This design comes from an exercise in tuning for small area, a short achievable clock period and few clock cycles per item on the open sky130 flow, not from production work. Where RTL was checked, it was by simulation tests only, not by an equivalence proof against the original.

==> module hw3_0516310, before the edit <==
module hw3_0516310(
	input clk,
	input enable,
	input [79:0] inbits,
	output [34:0] out_text,
	output reg valid);
	reg [79:0] sr;        
	reg loaded;           
	reg started;          
	reg [2:0] ph;         
	reg [2:0] n;          
	reg [12:0] code_r;    
	reg [27:0] out_hi;    
	wire [22:0] s;
	genvar k;
	generate for (k = 0; k < 23; k = k + 1) begin : g_s
		assign s[k] = sr[79-k];
	end endgenerate
	integer i, j;
	reg [19:0] m;         
	reg [7:0] live;
	always @* begin
		for (i = 0; i < 8; i = i + 1) live[i] = (i >= ph);
		for (i = 0; i < 20; i = i + 1) m[i] = s[i] & (i >= 8 || live[i]);
	end
	reg [20:0] gap, first;
	reg seen, any;
	always @* begin
		seen = started;
		for (i = 0; i <= 20; i = i + 1) begin
			gap[i] = seen & ~(s[i] | s[i+1] | s[i+2]);
			if (i < 8) gap[i] = gap[i] & live[i];
			seen = seen | s[i];
		end
		any = 1'b0;
		for (i = 0; i <= 20; i = i + 1) begin
			first[i] = gap[i] & ~any;
			any = any | gap[i];
		end
	end
	wire found = |gap;
	reg [12:0] code;
	always @* begin
		code = 13'd0;
		for (i = 1; i <= 20; i = i + 1)
			for (j = 0; j < 13; j = j + 1)
				if (j < i) code[j] = code[j] | (first[i] & m[i-1-j]);
	end
	wire st0 = |gap[4:0];
	wire st16 = found ? ~(|gap[12:0]) : ~started & ~(|s[15:0]);
	wire st8 = ~st0 & ~st16;
	reg [2:0] phn;
	always @* begin
		phn = 3'd0;
		for (i = 0; i <= 20; i = i + 1)
			if (first[i]) phn = phn | ((i + 3) % 8);
	end
	wire [79:0] nxt = ({80{~loaded}} & inbits)
	                | ({80{loaded & st0}} & sr)
	                | ({80{loaded & st8}} & {sr[71:0], 8'b0})
	                | ({80{loaded & st16}} & {sr[63:0], 16'b0});
	reg [6:0] letter;
	always @* begin
		case (code_r)
			13'b10111         : letter = 7'd65;
			13'b111010101     : letter = 7'd66;
			13'b11101011101   : letter = 7'd67;
			13'b1110101       : letter = 7'd68;
			13'b1             : letter = 7'd69;
			13'b101011101     : letter = 7'd70;
			13'b111011101     : letter = 7'd71;
			13'b1010101       : letter = 7'd72;
			13'b101           : letter = 7'd73;
			13'b1011101110111 : letter = 7'd74;
			13'b111010111     : letter = 7'd75;
			13'b101110101     : letter = 7'd76;
			13'b1110111       : letter = 7'd77;
			13'b11101         : letter = 7'd78;
			13'b11101110111   : letter = 7'd79;
			13'b10111011101   : letter = 7'd80;
			13'b1110111010111 : letter = 7'd81;
			13'b1011101       : letter = 7'd82;
			13'b10101         : letter = 7'd83;
			13'b111           : letter = 7'd84;
			13'b1010111       : letter = 7'd85;
			13'b101010111     : letter = 7'd86;
			13'b101110111     : letter = 7'd87;
			13'b11101010111   : letter = 7'd88;
			13'b1110101110111 : letter = 7'd89;
			13'b11101110101   : letter = 7'd90;
			default           : letter = 7'd0;
		endcase
	end
	wire emit = loaded & found & (n != 3'd5);
	assign out_text = {out_hi, letter};
	always @(posedge clk) begin
		sr <= nxt;
		if (emit) begin
			code_r <= code;
			out_hi <= {out_hi[20:0], letter};
		end
		if (!enable) begin
			loaded <= 1'b0;
			started <= 1'b0;
			ph <= 3'd0;
			n <= 3'd0;
			valid <= 1'b0;
		end else begin
			loaded <= 1'b1;
			if (loaded) begin
				started <= started | found | (|s[7:0]);
				ph <= phn;
			end
			if (emit) n <= n + 3'd1;
			if (emit && n == 3'd4) valid <= 1'b1;
		end
	end
endmodule
==> flow/config.mk <==
export PLATFORM = sky130hd
export DESIGN_NAME = hw3_0516310
export DESIGN_NICKNAME = hw3_0516310
export VERILOG_FILES = /design/flow/design.v
export SDC_FILE = /design/flow/constraint.sdc
export NUM_CORES = 4
export LEC_CHECK = 0
export ABC_CLOCK_PERIOD_IN_PS = 3000
export CAP_MARGIN = 20
export CORE_MARGIN = 2
export CORE_UTILIZATION = 40
export CTS_BUF_LIST = sky130_fd_sc_hd__clkbuf_4 sky130_fd_sc_hd__clkbuf_8
export CTS_CLUSTER_SIZE = 30
export SETUP_SLACK_MARGIN = 1.5
export SLEW_MARGIN = 20
==> flow/constraint.sdc <==
create_clock -name core_clock -period 5.0 [get_ports {clk}]
set_input_delay 1.0000 -clock core_clock [delete_from_list [all_inputs] [get_ports {clk}]]
set_output_delay 1.0000 -clock core_clock [all_outputs]
set_load 0.01 [all_outputs]
standard.sh (not shown) runs the stock make flow with config.mk's settings and CLKGATE_MAP_FILE= SYNTH_SCRIPT=/design/flow/synth_recipe.tcl, a recipe that flattens the netlist after the stock synthesis.
==> flow/flow/run.sh <==
#!/bin/bash
# The standard layout, with the port buffers made from the smallest buffer
# (buf_1) instead of the one buffer_ports picks by itself.
set -euo pipefail
bash standard.sh finish \
  "BUFFER_PORTS_ARGS=-buffer_cell sky130_fd_sc_hd__buf_1" \
  > standard.log 2>&1
Testbench counts at the start, summed over its fixed seeds: cycles 29,937, items 4,000.
==> next run, changes <==
--- a/flow/design.v
+++ b/flow/design.v
@@ -37,17 +37,22 @@
 			first[i] = gap[i] & ~any;
 			any = any | gap[i];
 		end
 	end
 	wire found = |gap;
-	reg [12:0] code;
+	reg [4:0] bpos;
 	always @* begin
-		code = 13'd0;
-		for (i = 1; i <= 20; i = i + 1)
-			for (j = 0; j < 13; j = j + 1)
-				if (j < i) code[j] = code[j] | (first[i] & m[i-1-j]);
+		bpos = 5'd0;
+		for (i = 0; i <= 20; i = i + 1)
+			if (first[i]) bpos = bpos | i;
 	end
+	wire [19:0] mr;
+	generate for (k = 0; k < 20; k = k + 1) begin : g_mr
+		assign mr[k] = m[19-k];
+	end endgenerate
+	wire [19:0] msh = mr >> (5'd20 - bpos);
+	wire [12:0] code = msh[12:0];
 	wire st0 = |gap[4:0];
 	wire st16 = found ? ~(|gap[12:0]) : ~started & ~(|s[15:0]);
 	wire st8 = ~st0 & ~st16;
 	reg [2:0] phn;
 	always @* begin
=>
- utilization grows by 4.2 points
- die area shrinks by about 10%
- worst setup slack got worse by 0.28 ns
- fmax shrinks by 7.5%
- routed wire length shrinks by 11%
- register-to-register slack got worse by 0.36 ns
- global-route usage shrinks by 0.52 points
- design area shrinks by about 2.5%
- via count shrinks by about 9%
No functional check of the RTL was part of the second run of this note.

[static timing again, ports no longer ideal]
Ports are ideal in the flow. The routed layouts listed here were re-timed in OpenROAD.
Step 1 sets driving cells, clkbuf_16 on the clock port and buf_2 on the other inputs (assumed; they add their load-dependent delay and slew).
Step 2 adds t to the input delays and takes it off the output delays; t is the mean of the earliest and latest rising clock arrival at the registers after step 1. Input paths then give back, and output paths get back, about the clock's delay inside the block.
Three values: ideal ports, drivers, drivers and shift; two values: the first two.
run | t (ns) | setup slack, ns | worst setup path after step 2 | worst register clock-pin slew, ns
the first run | 0.487 | 1.593 / 1.555 / 1.684 | register to register | 0.09 / 0.09
the second run | 0.485 | 1.318 / 1.318 / 1.318 | register to register | 0.09 / 0.09
After both steps every run listed still meets setup and hold.
